From an optimization exercise on the open Yosys and OpenROAD flow, aimed at small area; shortcuts taken in it are not production practice.
The RTL was checked by simulation tests, not by an equivalence proof against the original design.
Power figures rest on the tool's default switching activity, not on a simulated workload.

File: flow/design.v
module mux #(
    parameter DATA_WIDTH = 8
)(   
    input       [DATA_WIDTH-1:0] in_1,
    input       [DATA_WIDTH-1:0] in_2,
    input       [DATA_WIDTH-1:0] in_3,
    input       [DATA_WIDTH-1:0] in_4,
    input       [1:0] mux_ctrl,   
    output reg  [DATA_WIDTH-1:0] out   
);
    always @(*) begin   
        case (mux_ctrl)   
            2'b00:   out = in_1;   
            2'b01:   out = in_2;   
            2'b10:   out = in_3;   
            2'b11:   out = in_4;   
            default: out = 8'b0;   
        endcase
    end
endmodule
module sync_recovery(
    input clk, rst,
    input [7:0] byte_in,
    input byte_valid,
    output reg sync,
    output reg valid,
    output reg [7:0] byte_out
);
    localparam IDLE = 0, CONTAGEM = 1, VERIFICACAO = 2, SYNC_FOUND = 3;
    localparam SYNC_BYTE = 8'h47, MAX_REPS = 8'd125;
    reg [1:0] state;
    reg [7:0] count_bytes;
    reg [7:0] count_reps;
    reg flag;
    always@(posedge clk or negedge rst) begin
        if (!rst) begin
            state = IDLE;
            valid <= 1'b0;
            byte_out <= 1'b0;
            sync = 1'b0;
            flag <= 1'b0;
        end else if (byte_valid) begin
            valid <= byte_valid;
            byte_out <= byte_in;
            case (state)
                IDLE: begin
                    flag <= 1'b0;
                    count_bytes <= 1'b1;
                    count_reps <= 8'd0;
                    if (byte_in == SYNC_BYTE) begin
                        state <= CONTAGEM;
                    end 
                end 
                CONTAGEM: begin
                    sync <= 1'b0;
                    count_bytes <= count_bytes + 1'b1;
                    if (count_bytes == 8'd187) begin
                        state <= VERIFICACAO;
                    end
                end
                VERIFICACAO: begin
                    if (byte_in == SYNC_BYTE) begin
                        count_bytes <= 8'd1;
                        count_reps <= count_reps + 1'b1;
                        if (flag) sync <= 1'b1;
                        if (count_reps < MAX_REPS) state <= CONTAGEM;
                        if (count_reps >= MAX_REPS) begin
                            if (!flag) state <= SYNC_FOUND;
                            if (flag) state <= CONTAGEM;
                        end 
                    end else begin
                        count_reps <= 1'b0;
                        state <= IDLE;
                    end
                end
                SYNC_FOUND: begin
                    count_reps <= 4'd0;
                    count_bytes <= 8'd2;
                    flag <= 1'b1;
                    state <= CONTAGEM;
                end
                default: state <= IDLE;
            endcase
        end else begin 
            valid <= 1'b0;
            sync <= 1'b0;
        end
    end
endmodule
module top_sync_recovery (
    input  clk, rst,
    input  [7:0] byte_in1,
    input  [7:0] byte_in2,
    input  [7:0] byte_in3,
    input  [7:0] byte_in4,
    input  valid_in1,
    input  valid_in2,
    input  valid_in3,
    input  valid_in4,
    output sync1,
    output sync2,
    output sync3,
    output sync4,
    output valid_out1,
    output valid_out2,
    output valid_out3,
    output valid_out4,
    output [7:0] byte_out1,
    output [7:0] byte_out2,
    output [7:0] byte_out3,
    output [7:0] byte_out4
);
    sync_recovery  sync_recovery_inst1 (
        .clk(clk),
        .rst(rst),
        .byte_in(byte_in1),
        .byte_valid(valid_in1),
        .sync(sync1),
        .valid(valid_out1),
        .byte_out(byte_out1)
    );
    sync_recovery  sync_recovery_inst2 (
        .clk(clk),
        .rst(rst),
        .byte_in(byte_in2),
        .byte_valid(valid_in2),
        .sync(sync2),
        .valid(valid_out2),
        .byte_out(byte_out2)
    );
    sync_recovery  sync_recovery_inst3 (
        .clk(clk),
        .rst(rst),
        .byte_in(byte_in3),
        .byte_valid(valid_in3),
        .sync(sync3),
        .valid(valid_out3),
        .byte_out(byte_out3)
    );
    sync_recovery  sync_recovery_inst4 (
        .clk(clk),
        .rst(rst),
        .byte_in(byte_in4),
        .byte_valid(valid_in4),
        .sync(sync4),
        .valid(valid_out4),
        .byte_out(byte_out4)
    );
endmodule
module packet_loss_counter (
    input  clk,
    input  reset_n,
    input  valid,
    input  sync,
    input  en_reset_counter,
    input  [7:0] ts_data,
    output [7:0] error_count
);
    localparam IDLE         = 0,
               COUNT        = 1,
               PROCESSING   = 2;
    reg [1:0] state;
    reg [1:0] byte_counter;
    reg [1:0] adaption_field_ctrl;
    reg [3:0] previous_cc;           
    reg [3:0] current_cc;            
    reg firt_cc_flag;                
    reg [7:0] error_count_;
    assign error_count = en_reset_counter ? 8'd0 : error_count_;
    always @(posedge clk, negedge reset_n) begin
        if (!reset_n) begin
            state <= 0;
            byte_counter <= 0;
            adaption_field_ctrl <= 0;
            previous_cc <= 0;
            current_cc <= 0;
            firt_cc_flag <= 1;
            error_count_ <= 0;
        end else if (en_reset_counter) begin
            state <= 0;
            byte_counter <= 0;
            adaption_field_ctrl <= 0;
            previous_cc <= 0;
            current_cc <= 0;
            firt_cc_flag <= 1;
            error_count_ <= 0;
        end else if (valid) begin
            case (state)
                IDLE: begin
                    if (sync) begin
                        state <= COUNT;
                        byte_counter <= 0;
                    end
                end
                COUNT: begin
                    if (byte_counter == 2'd2) begin
                        current_cc <= ts_data[3:0];
                        adaption_field_ctrl <= ts_data[5:4];
                        byte_counter <= 0;
                        state <= PROCESSING;
                    end else begin
                        byte_counter <= byte_counter + 1'b1;
                    end
                end
                PROCESSING: begin
                    if ((adaption_field_ctrl == 2'b00) || (adaption_field_ctrl == 2'b10)) begin
                        byte_counter <= 0;
                    end else if (!firt_cc_flag) begin
                        if (current_cc == previous_cc + 1'b1) begin
                            byte_counter <= 0;
                        end else begin 
                            error_count_ <= error_count_ + 1'b1;
                        end
                        previous_cc <= current_cc;
                    end else begin
                        previous_cc <= current_cc;
                        firt_cc_flag <= 0;
                    end
                    state <= IDLE;
                end
                default: state <= IDLE;
            endcase
        end
    end
endmodule
module top_packet_loss_counter(
    input  clk,
    input  reset_n,
    input  [3:0] valid,
    input  [3:0] sync,
    input  en_reset_counter,
    input  [7:0] data0,
    input  [7:0] data1,
    input  [7:0] data2,
    input  [7:0] data3,
    output [31:0] error_count
);
    packet_loss_counter counter_unit1 (
        .clk(clk),
        .reset_n(reset_n),
        .valid(valid[0]),
        .sync(sync[0]),
        .en_reset_counter(en_reset_counter),
        .ts_data(data0),
        .error_count(error_count[7:0])
    );
    packet_loss_counter counter_unit2 (
        .clk(clk),
        .reset_n(reset_n),
        .valid(valid[1]),
        .sync(sync[1]),
        .en_reset_counter(en_reset_counter),
        .ts_data(data1),
        .error_count(error_count[15:8])
    );
    packet_loss_counter counter_unit3 (
        .clk(clk),
        .reset_n(reset_n),
        .valid(valid[2]),
        .sync(sync[2]),
        .en_reset_counter(en_reset_counter),
        .ts_data(data2),
        .error_count(error_count[23:16])
    );
    packet_loss_counter counter_unit4 (
        .clk(clk),
        .reset_n(reset_n),
        .valid(valid[3]),
        .sync(sync[3]),
        .en_reset_counter(en_reset_counter),
        .ts_data(data3),
        .error_count(error_count[31:24])
    );
endmodule
module memory_mapped (
    input              clk,
    input              rstn,
    input              mm_write_en,
    input              mm_read_en,
    input       [7:0]  mm_addr,
    input       [31:0] mm_wdata,
    output reg  [31:0] mm_rdata,
    output             fallback_enable,
    output             manual_enable,
    output      [1:0]  manual_channel,
    output      [7:0]  channel_priority,
    output      [19:0] reset_timer,   
    input       [1:0]  active_channel,
    input       [3:0]  signal_present,
    input       [7:0]  error_count_ch0,
    input       [7:0]  error_count_ch1,
    input       [7:0]  error_count_ch2,
    input       [7:0]  error_count_ch3
);
    reg [31:0] mm_reg [0:2];
    assign fallback_enable       = mm_reg[0][0];
    assign manual_enable         = mm_reg[0][1];
    assign manual_channel        = mm_reg[0][3:2];
    assign channel_priority      = mm_reg[0][11:4];
    assign reset_timer           = mm_reg[0][31:12];
    always @(posedge clk or negedge rstn) begin
        if (!rstn) begin
            mm_reg[0][0] <= 0;
            mm_reg[0][1] <= 0;
            mm_reg[0][3:2] <= 2'b00;
            mm_reg[0][11:4] <= 8'b11100100;
            mm_reg[0][31:12] <= 0;
            mm_reg[1] <= 0;
            mm_reg[2] <= 0;
        end else begin
            mm_reg[1] <= {26'd0, signal_present, active_channel};
            mm_reg[2] <= {error_count_ch3, error_count_ch2, error_count_ch1, error_count_ch0};
            if (mm_write_en)
                if      (mm_addr  == 8'h00) begin
                    mm_reg[0]    <= mm_wdata;
                end
            if (mm_read_en)
                if      (mm_addr  == 8'h00) mm_rdata  <= mm_reg[0];
                else if (mm_addr  == 8'h01) mm_rdata  <= mm_reg[1];
                else if (mm_addr  == 8'h02) mm_rdata  <= mm_reg[2];
        end
    end
endmodule
module main_control(
    input         clk,
    input         rstn,
    input  [31:0] err_count,
    input  [3:0]  sync,
    input         mm_write_en,
    input         mm_read_en,
    input  [7:0]  mm_addr,
    input  [31:0] mm_wdata,
    output [31:0] mm_rdata,
    output [1:0]  mux_control,
    output        en_reset_counter
);
    localparam IDLE        = 2'd0;
    localparam CONFIG_MODE = 2'd1;
    localparam AUTO_MODE   = 2'd2;
    localparam MANUAL_MODE = 2'd3;
    localparam CHANNEL1    = 2'd0;
    localparam CHANNEL2    = 2'd1;
    localparam CHANNEL3    = 2'd2;
    localparam CHANNEL4    = 2'd3;
    wire        fallback_enable;
    wire        manual_enable;
    wire [1:0]  manual_channel;
    wire [7:0]  channel_priority;
    wire [19:0] reset_timer;
    reg  [1:0]  active_channel;
    reg [19:0] intern_counter;
    reg [3:0]  signal_present_ctrl;
    reg        reset_packet_loss_counter;
    reg        mm_write_en_fall_detection;
    assign mux_control        = active_channel;
    assign en_reset_counter   = reset_packet_loss_counter;
    memory_mapped mm_mapped (
        .clk        (clk),
        .rstn       (rstn),
        .mm_write_en(mm_write_en),
        .mm_read_en (mm_read_en),
        .mm_addr    (mm_addr),
        .mm_wdata   (mm_wdata),
        .mm_rdata   (mm_rdata),
        .fallback_enable (fallback_enable),
        .manual_enable   (manual_enable),
        .manual_channel  (manual_channel),
        .channel_priority(channel_priority),
        .reset_timer     (reset_timer),
        .active_channel (active_channel),
        .signal_present (signal_present_ctrl),
        .error_count_ch0(err_count[7:0]),
        .error_count_ch1(err_count[15:8]),
        .error_count_ch2(err_count[23:16]),
        .error_count_ch3(err_count[31:24])
    );
    always @(posedge clk or negedge rstn) begin : INTERN_COUNTER_LOGIC
        if(!rstn) begin
            intern_counter    <= 20'd0;
        end 
        else begin 
            if      (intern_counter == reset_timer) intern_counter <= 20'd0;  
            else if (mm_write_en == 1'b1)           intern_counter <= 20'd0;  
            else                                    intern_counter <= intern_counter + 1;
        end
    end
    reg [3:0] signal_present_q;
    always @(*) begin : CHANNEL_SIGNAL_LOGIC
        if(!rstn)
            signal_present_ctrl = 4'b0000;
        else if (reset_packet_loss_counter)      
            signal_present_ctrl = 4'b0000;
        else                                     
            signal_present_ctrl = signal_present_q | sync;
    end
    always @(posedge clk or negedge rstn) begin : CHANNEL_SIGNAL_REG
        if(!rstn) signal_present_q <= 4'b0000;
        else      signal_present_q <= signal_present_ctrl;
    end
    always @(posedge clk or negedge rstn) begin : MAIN_ALWAYS
        if(!rstn) begin
            active_channel             <= CHANNEL1;
            reset_packet_loss_counter  <= 1'b0;
            mm_write_en_fall_detection <= 1'b0;
        end
        else 
            if(mm_write_en) begin
                reset_packet_loss_counter <= 1'b1;
                mm_write_en_fall_detection <= mm_write_en;
            end
            else begin
                if (manual_enable) active_channel <= manual_channel;         
                else begin
                    if (mm_write_en_fall_detection != mm_write_en) begin     
                        active_channel              <= channel_priority[1:0];
                        mm_write_en_fall_detection  <= mm_write_en;
                        reset_packet_loss_counter   <= 1'b0;
                    end
                    else begin                                               
                        reset_packet_loss_counter <= 1'b0;
                        if (intern_counter > reset_timer-1) begin
                            active_channel            <= select_new_channel(fallback_enable,channel_priority,err_count,signal_present_ctrl);
                            reset_packet_loss_counter <= 1'b1;
                        end
                    end
                end
            end
    end
    function [1:0] select_new_channel(
        input        fallback_enable,
        input [7:0]  channel_priority,
        input [31:0] err_count,
        input [3:0]  signal_present_ctrl
        );
        reg [1:0] partial_result [0:1];
        begin
            if(!valid_decode(channel_priority[7:6],signal_present_ctrl))
                partial_result[0] = channel_priority[5:4];
            else
                if(!valid_decode(channel_priority[5:4],signal_present_ctrl))
                    partial_result[0] = channel_priority[7:6];
                else begin
                    if(fallback_enable)   
                        partial_result[0] = (priority_decode(channel_priority[7:6],err_count) <  priority_decode(channel_priority[5:4],err_count)) ? channel_priority[7:6]: channel_priority[5:4];
                    else                  
                        partial_result[0] = (priority_decode(channel_priority[7:6],err_count) <= priority_decode(channel_priority[5:4],err_count)) ? channel_priority[7:6]: channel_priority[5:4];
                end
            if(!valid_decode(channel_priority[3:2],signal_present_ctrl))
                    partial_result[1] = channel_priority[1:0];
            else
                if(!valid_decode(channel_priority[1:0],signal_present_ctrl))
                        partial_result[1] = channel_priority[3:2];
                else begin
                    if(fallback_enable)   
                        partial_result[1] = (priority_decode(channel_priority[3:2],err_count) <  priority_decode(channel_priority[1:0],err_count)) ? channel_priority[3:2]: channel_priority[1:0];
                    else                  
                        partial_result[1] = (priority_decode(channel_priority[3:2],err_count) <= priority_decode(channel_priority[1:0],err_count)) ? channel_priority[3:2]: channel_priority[1:0];
                end
            if(!valid_decode(partial_result[0],signal_present_ctrl))
                    select_new_channel = partial_result[1];
            else
                if(!valid_decode(partial_result[1],signal_present_ctrl))
                    select_new_channel = partial_result[0];
                else begin
                    if(fallback_enable)   
                        select_new_channel = (priority_decode(partial_result[0],err_count) <  priority_decode(partial_result[1],err_count)) ? partial_result[0] : partial_result[1];
                    else                  
                        select_new_channel = (priority_decode(partial_result[0],err_count) <= priority_decode(partial_result[1],err_count)) ? partial_result[0] : partial_result[1];
                end
        end
    endfunction
    function [7:0] priority_decode(
        input [1:0]  var_decode,
        input [31:0] err_count
    );
        begin
            case(var_decode)
                CHANNEL1 : priority_decode = err_count[7:0];
                CHANNEL2 : priority_decode = err_count[15:8];
                CHANNEL3 : priority_decode = err_count[23:16];
                CHANNEL4 : priority_decode = err_count[31:24];
                default   : priority_decode = 8'd0;
            endcase
        end
    endfunction
    function valid_decode(
        input [1:0] var_decode,
        input [3:0] signal_present_ctrl
    );
        begin
            case(var_decode)
                CHANNEL1 : valid_decode = signal_present_ctrl[0];
                CHANNEL2 : valid_decode = signal_present_ctrl[1];
                CHANNEL3 : valid_decode = signal_present_ctrl[2];
                CHANNEL4 : valid_decode = signal_present_ctrl[3];
                default   : valid_decode = 1'b0;
            endcase
        end
    endfunction
endmodule
module qos_core (
    input         clk,
    input         rst_n,
    input         valid1,
    input  [7:0]  ts_data1,
    input         valid2,
    input  [7:0]  ts_data2,
    input         valid3,
    input  [7:0]  ts_data3,
    input         valid4,
    input  [7:0]  ts_data4,
    input         mm_write_en,
    input         mm_read_en,
    input  [7:0]  mm_addr,
    input  [31:0] mm_wdata,
    output [31:0] mm_rdata,
    output        valid_out,
    output        syn_out,
    output [7:0]  ts_data_out
);
    wire sync_out1, sync_out2, sync_out3, sync_out4;
    wire srvalid_out1, srvalid_out2, srvalid_out3, srvalid_out4;
    wire [7:0] srbyte_out1, srbyte_out2, srbyte_out3, srbyte_out4;
    wire [1:0] mux_control;
    wire en_reset_counter;
    top_sync_recovery  top_sync_recovery_inst (
        .clk(clk),
        .rst(rst_n),
        .byte_in1(ts_data1),
        .byte_in2(ts_data2),
        .byte_in3(ts_data3),
        .byte_in4(ts_data4),
        .valid_in1(valid1),
        .valid_in2(valid2),
        .valid_in3(valid3),
        .valid_in4(valid4),
        .sync1(sync_out1),
        .sync2(sync_out2),
        .sync3(sync_out3),
        .sync4(sync_out4),
        .valid_out1(srvalid_out1),
        .valid_out2(srvalid_out2),
        .valid_out3(srvalid_out3),
        .valid_out4(srvalid_out4),
        .byte_out1(srbyte_out1),
        .byte_out2(srbyte_out2),
        .byte_out3(srbyte_out3),
        .byte_out4(srbyte_out4)
    );
    wire [31:0] error_count;
    top_packet_loss_counter  top_packet_loss_counter_inst (
        .clk(clk),
        .reset_n(rst_n),
        .valid({srvalid_out4,srvalid_out3,srvalid_out2,srvalid_out1}),
        .sync({sync_out4,sync_out3,sync_out2,sync_out1}),
        .en_reset_counter(en_reset_counter),
        .data0(srbyte_out1),
        .data1(srbyte_out2),
        .data2(srbyte_out3),
        .data3(srbyte_out4),
        .error_count(error_count)
    );
    main_control  main_control_inst (
        .clk(clk),
        .rstn(rst_n),
        .err_count(error_count),
        .sync({sync_out4,sync_out3,sync_out2,sync_out1}),
        .mm_write_en(mm_write_en),
        .mm_read_en(mm_read_en),
        .mm_addr(mm_addr),
        .mm_wdata(mm_wdata),
        .mm_rdata(mm_rdata),
        .mux_control(mux_control),
        .en_reset_counter(en_reset_counter)
    );
    mux #(
        .DATA_WIDTH(8)
    ) mux_data_inst (
        .in_1(srbyte_out1),
        .in_2(srbyte_out2),
        .in_3(srbyte_out3),
        .in_4(srbyte_out4),
        .mux_ctrl(mux_control),
        .out(ts_data_out)
    );
    mux #(
        .DATA_WIDTH(1)
    ) mux_valid_inst (
        .in_1(srvalid_out1),
        .in_2(srvalid_out2),
        .in_3(srvalid_out3),
        .in_4(srvalid_out4),
        .mux_ctrl(mux_control),
        .out(valid_out)
    );
    mux #(
        .DATA_WIDTH(1)
    ) mux_sync_inst (
        .in_1(sync_out1),
        .in_2(sync_out2),
        .in_3(sync_out3),
        .in_4(sync_out4),
        .mux_ctrl(mux_control),
        .out(syn_out)
    );
endmodule
File: flow/run.sh
#!/bin/bash
# synth_recipe.tcl (not shown) runs the flow's synth.tcl, then flattens the netlist and writes it again
# the make line also repeats each setting of config.mk as NAME=value (left out here)
make -C /OpenROAD-flow-scripts/flow DESIGN_CONFIG=/design/flow/config.mk WORK_HOME=/design/flow/orfs CLKGATE_MAP_FILE= SYNTH_SCRIPT=/design/flow/synth_recipe.tcl finish
File: flow/config.mk
export PLATFORM = sky130hd
export DESIGN_NAME = qos_core
export DESIGN_NICKNAME = qos_core
export VERILOG_FILES = /design/flow/design.v
export SDC_FILE = /design/flow/constraint.sdc
export NUM_CORES = 4
export LEC_CHECK = 0
export CAP_MARGIN = 20
export CORE_MARGIN = 2
export CORE_UTILIZATION = 40
export SLEW_MARGIN = 20
File: flow/constraint.sdc
create_clock -name core_clock -period 8.0 [get_ports {clk}]
set_input_delay 1.6000 -clock core_clock [delete_from_list [all_inputs] [get_ports {clk}]]
set_output_delay 1.6000 -clock core_clock [all_outputs]
set_load 0.01 [all_outputs]
==> flow_metrics.tcl <==
set metrics [dict create \
    status "finished clean" \
    syn_to_final_growth_pct 16.5 \
    place_congestion 0.875 \
    firstDrtPassIters 5 \
    fin_cells 2465 \
    cts_buffer_depth 3 \
    rsz0062_at_grt "no" \
    peakVddDrop_uv 165 \
    hp-class "flip-flop to flip-flop" \
    max_cap_viol_count 0 \
    routedWlPerCell_um 18.8 \
    ff_latch_area_mm2 0.00875 \
    grt_pass1_wl_um 75100 \
    cp-start-kind "flip-flop" \
    placedCellCount 2395 \
    core_area_mm2 0.0466 \
    netlist_area_mm2 0.0188 \
    n_antenna_cell 0 \
    antenna_found_initial 1 \
    drcViolationCount 0 \
    synth-edff-count 96 \
    dp_hpwl_um 33300 \
    ys_seq_elements 330 \
    maxSlewHeadroom 0.344 \
    start_util 0.405 \
    cpPeakStageDelay_ns 0.85 \
    crit_buf_inv 1 \
    hold_buffers 0 \
    synth_compound_area_frac 0.0645 \
    via_count 13300 \
    powerDensity_mw_per_mm2 204 \
    synth-seq-area-share 0.464 \
    vias_per_cell 5.40 \
    htreeDepth 2 \
    yosys.area_share.adder 0.0684 \
    tns_ns 0 \
    slowest_stage "dfrtp_4" \
    numCtsBuffers 39 \
    cts_tree "yes" \
    criticalPathCategory "flip-flop to flip-flop" \
    timing.final.crit_share 0.824 \
    drt-total-wl_um 46300 \
    fin_worst_skew_ns 0.0139 \
    die_h_um 221 \
    rows 79 \
    ant_nets 0 \
    synth_ff_type "dfrtp_1" \
    fp.dieW_um 221 \
    insertion_delay_ns 0.56 \
    arrival_ns 7.06 \
    multi_input_area_mm2 0.00959 \
    avgSynthCellArea_um2 11.0 \
    clock-sinks 330 \
    yosysWarnings 8 \
    synth_nets 1898 \
    port-buffer-count 121 \
    grt_max_degree 67 \
    nNetsFinal 2012 \
    drv_slew 0 \
    hold_viol 0 \
    layout_common_cells "dfrtp_1, nor2_1, nand2_1" \
    overflow 0 \
    post_synth_and_or_nand_nor_area_fraction 0.157 \
    globalRouteTotalUtil 0.191 \
    grt_pass1_vias 13600 \
    clk_pin_slew_ns 0.06 \
    n_fill_cell 4235 \
    path_common_cell "o21ai_0" \
    final_common_cell "dfrtp_1" \
    crit_required_ns 8.47 \
    dieArea_mm2 0.0489 \
    drive_above_1_share 0.124 \
    synth_top_family_by_area "simple AND/OR/NAND/NOR gates" \
    post_cts_buffers 0 \
    ioPinCount 122 \
    max_freq_mhz 152 \
    worstPathCellList "nor2b_1, mux4_2, ha_1, a21oi_1, o21ai_0, a2111oi_0, or3_1, nand2_1, mux2i_1, buf_4, mux2_2, ha_1, nor2b_1, o21a_1, o21ai_0, a21oi_1, o31a_1, o21ai_0, a2111oi_0, or4_1, o31ai_1" \
    drt_iter0_drc 955 \
    post_cts_resize_count 0 \
    synthCells 1715 \
    synthXorXnorAreaFrac 0.0707 \
    cellLeakagePower_uw 0.00959 \
    period_needed_ns 6.60 \
    async_flop_share 0.709 \
    crit_family "compound AO/OA/AOI/OAI gates" \
    endpoint_kind "flip-flop" \
    largest_reg_flops 67 \
    root_buffer "clkbuf_16" \
    synthMuxAreaShare 0.147 \
    ys_types 63 \
    crit_path_max_fanout 66 \
    setup_viol 0 \
    tightest_slew_ns 0.975 \
]
cell usage after synthesis, types with 51 or more instances:
library cell | number | area, um^2
nand2_1 | 128 | 480
inv_1 | 66 | 248
clkbuf_1 | 51 | 191
nor2_1 | 186 | 698
xor2_1 | 83 | 727
mux2_2 | 79 | 890
dfrtp_1 | 226 | 5660
edfxtp_1 | 96 | 2880
mux2i_1 | 85 | 851
nand3_1 | 71 | 355
ha_1 | 103 | 1290
xnor2_1 | 69 | 604
tightest hold or removal path: stages, from the launching register on:
cell and delay [ns]:
dfrtp_1 0.33, o21ai_0 0.07, o21ai_0 0.07
layer usage:
| metal | routed length, um | up-vias | track usage |
|---|---|---|---|
| met5 | 0 | - | 0 |
| met4 | 1030 | 0 | 0.0567 |
| met3 | 2340 | 62 | 0.0361 |
| met2 | 21500 | 329 | 0.310 |
| met1 | 21500 | 6596 | 0.260 |
| li1 | - | 6328 | - |
area by class of cell:
class / instances / share of cell area
Clock buffer: 50 / 0.0482
Clock inverter: 20 / 0.00775
Tap cell: 607 / 0.0346
Timing Repair Buffer: 139 / 0.0616
Multi-Input combinational cell: 1250 / 0.437
Inverter: 69 / 0.0118
Sequential cell: 330 / 0.399
logic make-up (layout without fill, tap and decap cells):
logic type | count (synthesis) | after routing
multiplexers | 210 | 210
flip-flops | 330 | 330
XOR/XNOR | 152 | 152
AND/OR/NAND/NOR | 602 | 602
buffers and inverters | 135 | 278
adder cells (fa/ha/maj) | 103 | 103
AO/OA/AOI/OAI | 183 | 183
final timing paths:
path / start / depth (start not counted) / slack, ns / end
max in group asynchronous: rst_n / 3 / 5.48 / asynchronous set/reset pin
max reg2reg: main_control_inst.reset_packet_loss_counter / 21 / 1.40 / main_control_inst.active_channel[1]
min reg2reg: main_control_inst.mm_write_en_fall_detection / 2 / 0.51 / main_control_inst.mm_write_en_fall_detection
max: main_control_inst.reset_packet_loss_counter / 21 / 1.40 / main_control_inst.active_channel[1]
min: main_control_inst.mm_write_en_fall_detection / 2 / 0.51 / main_control_inst.mm_write_en_fall_detection
min in group asynchronous: rst_n / 1 / 0.92 / main_control_inst.intern_counter[11]
per-stage QoR:
stage	setup slack (ns)	util	hold WS (ns)	area (um^2)	total power, uW
2_1_floorplan	2.08	-	0.380	18800	2530
3_3_place_gp	1.56	0.445	0.486	20700	2770
3_5_place_dp	1.44	0.445	0.493	20700	2790
4_1_cts	1.44	0.471	0.511	21900	4540
5_1_grt	0.955	0.471	0.523	21900	4710
6_report	1.40	0.471	0.508	21900	4490
report_power, final:
part / switching (uW) / total (uW) / internal, uW
Sequential: 149 / 2040 / 1890
Combinational: 390 / 722 / 332
Clock: 725 / 1730 / 1000
Total: 1260 / 4490 / 3220

-- re-timing with driven ports --
Ports are ideal in the flow. The routed layout listed here was re-timed in OpenROAD.
Step 1 sets driving cells, clkbuf_16 on the clock port and buf_2 on the other inputs (assumed; they add their load-dependent delay and slew).
Step 2 moves the port delays by t, midway between the first and last clock arrival at a register: inputs arrive t later, outputs are due t later. That takes back most of the time a late clock gives input paths.
Slacks: ideal / step 1 / step 2; pairs: ideal / step 1.
t, ns: 0.610
setup WS [ns]: 1.404 / 1.404 / 1.393
hold WS [ns]: 0.508 / 0.508 / 0.508
worst register clock-pin slew, ns: 0.06 / 0.06
pins driven straight from the clock port: 1
After both steps this run still meets setup and hold. The setup slack of this run moves by 0.000 ns with the drivers and by -0.011 ns with both steps.
